This design comes from an exercise in tuning for small area, a short achievable clock period and few clock cycles per item on the open sky130 flow, not from production work.
Only simulation tests tie the RTL to the original design; equivalence was not proved.
No activity file was given, so power comes from the tool's default toggle rates.

old:
// multiplier
module multiplier #(MANT_BITS=23, EXP_BITS=8)(
	input wire clk,
	input wire reset_n,
	input wire input_valid,
	input logic [EXP_BITS+MANT_BITS:0] in_a,
	input logic [EXP_BITS+MANT_BITS:0] in_b,
	output logic [EXP_BITS+MANT_BITS:0] data_out,
	output logic output_valid
);
Size: roughly 100 flip-flops.
==> flow/config.mk <==
export PLATFORM = sky130hd
export DESIGN_NAME = multiplier
export DESIGN_NICKNAME = multiplier
export VERILOG_FILES = /design/flow/design.v
export SDC_FILE = /design/flow/constraint.sdc
export NUM_CORES = 4
export LEC_CHECK = 0
export CAP_MARGIN = 20
export CORE_MARGIN = 2
export CORE_UTILIZATION = 65
export SETUP_SLACK_MARGIN = 3.0
export SLEW_MARGIN = 20
export SYNTH_HIERARCHICAL = 1
export TNS_END_PERCENT = 10
==> flow/constraint.sdc <==
create_clock -name core_clock -period 8.0 [get_ports {clk}]
set_input_delay 1.6000 -clock core_clock [delete_from_list [all_inputs] [get_ports {clk}]]
set_output_delay 1.6000 -clock core_clock [all_outputs]
set_load 0.01 [all_outputs]
standard.sh (not shown) runs the stock make flow with config.mk's settings and CLKGATE_MAP_FILE= SYNTH_SCRIPT=/design/flow/synth_recipe.tcl, a recipe that flattens the netlist after the stock synthesis.
==> flow/flow/run.sh <==
#!/bin/bash
set -euo pipefail
export BUFFER_PORTS_ARGS="-buffer_cell sky130_fd_sc_hd__buf_4"
bash standard.sh > standard.log 2>&1
Testbench counts of old, summed over its fixed seeds: cycles 3,200, items 3,200.
[inputs] new vs old
Settings: changing SETUP_SLACK_MARGIN from 3.0 to 2.5.
### Flow results
From old to new the numbers moved as follows: maximum ir drop on the vdd rail now sits at about the same level, overall power consumption went down 0.41 mW, total vias in the final route went down by 8.0%.
new | status: complete | timing, DRC, antenna: pass


## v15
multiplier again, from the RTL that the note above started with.
## multiplier
module multiplier #(MANT_BITS=23, EXP_BITS=8)(
	input wire clk,
	input wire reset_n,
	input wire input_valid,
	input logic [EXP_BITS+MANT_BITS:0] in_a,
	input logic [EXP_BITS+MANT_BITS:0] in_b,
	output logic [EXP_BITS+MANT_BITS:0] data_out,
	output logic output_valid
);
==> flow/config.mk <==
export PLATFORM = sky130hd
export DESIGN_NAME = multiplier
export DESIGN_NICKNAME = multiplier
export VERILOG_FILES = /design/flow/design.v
export SDC_FILE = /design/flow/constraint.sdc
export NUM_CORES = 4
export LEC_CHECK = 0
export CAP_MARGIN = 20
export CORE_MARGIN = 2
export CORE_UTILIZATION = 65
export SETUP_SLACK_MARGIN = 2.5
export SLEW_MARGIN = 20
export SYNTH_HIERARCHICAL = 1
==> flow/constraint.sdc <==
create_clock -name core_clock -period 8.0 [get_ports {clk}]
set_input_delay 1.6000 -clock core_clock [delete_from_list [all_inputs] [get_ports {clk}]]
set_output_delay 1.6000 -clock core_clock [all_outputs]
set_load 0.01 [all_outputs]
==> flow/flow/run.sh <==
#!/bin/bash
set -euo pipefail
export BUFFER_PORTS_ARGS="-buffer_cell sky130_fd_sc_hd__buf_2"
bash standard.sh > standard.log 2>&1
Testbench counts of v15, summed over its fixed seeds: cycles 3,200, items 3,200.
Relative to v15, the following input files were edited for v48:
Settings: a change of SETUP_SLACK_MARGIN from 2.5 to 2.0.
==> flow/flow/run.sh <==
#!/bin/bash
set -euo pipefail
export BUFFER_PORTS_ARGS="-buffer_cell sky130_fd_sc_hd__buf_4"
bash standard.sh > standard.log 2>&1
==> comparison <==
- v48: PASS, flow complete, no timing, DRC or antenna violations
- The flow did not stop early for v15: all stages ran, and the layout cleared the timing, DRC and antenna checks.
- When the final numbers for v15 and v48 were put side by side, the data required time of the worst path turned out to be smaller in v15.
- Part of the power in the clock network (higher): v48
- Total power ended up 0.69% higher on v48 than on v15.
- v15 → v48: count of clock-buffer cells in the layout picked up an extra 2; cell area lost 1100 µm²; first-pass iteration count of the detailed router lost 2; total via count after detailed routing lost 3.7%; combinational fraction of design power neither gained nor lost much.
- Relative to v15, final worst-path cycle share has gone up in v48.
- Register-to-register slack ended up 0.40 ns lower on v48 than on v15.
- v15 has higher routed wire length than v48.
diff inputs: v48 => v38
Settings: SETUP_SLACK_MARGIN now 2.5, was 2.0.
[summary]
Delay of the slowest cell on the worst path for v38: 0.08 ns down relative to v48. Of v38 and v48, v38 shows the higher met2 wire length, with v48 below it. Looking at first-iteration DRC count, v38 sits 363 above v48. v38 vs v48: post-layout total power up in v38. Going from v48 to v38, clock share of power shrinks by 0.4 points.

## afterwards: timing with drivers on the ports
How much do the figures lean on ideal ports? The routed layouts below were timed once more, with nothing changed but the port constraints. Step 1: set_driving_cell puts a clkbuf_16 on clk and a buf_2 on each other input, an assumption about the parent block. Step 2 adds t to the input delays and takes it off the output delays; t is the mean of the earliest and latest rising clock arrival at the registers after step 1. Input paths then give back, and output paths get back, about the clock's delay inside the block. a / b / c = ideal ports / drivers / drivers and shift; a / b = the first two.
run | shift t [ns] | slack for setup (ns) | worst setup path after step 2 | latest minus earliest clock arrival (ns) | cell pins on the clock port's net
old | 0.440 | 2.414 / 2.438 / 1.998 | input to register | 0.019 / 0.019 | 1
new | 0.438 | 2.449 / 2.482 / 2.044 | input to register | 0.014 / 0.014 | 1
v15 | 0.440 | 2.504 / 2.540 / 2.100 | input to register | 0.015 / 0.014 | 1
v48 | 0.444 | 2.089 / 2.125 / 1.681 | input to register | 0.015 / 0.014 | 1
v38 | 0.445 | 2.491 / 2.519 / 2.075 | input to register | 0.025 / 0.025 | 1
After both steps every run listed still meets setup and hold.
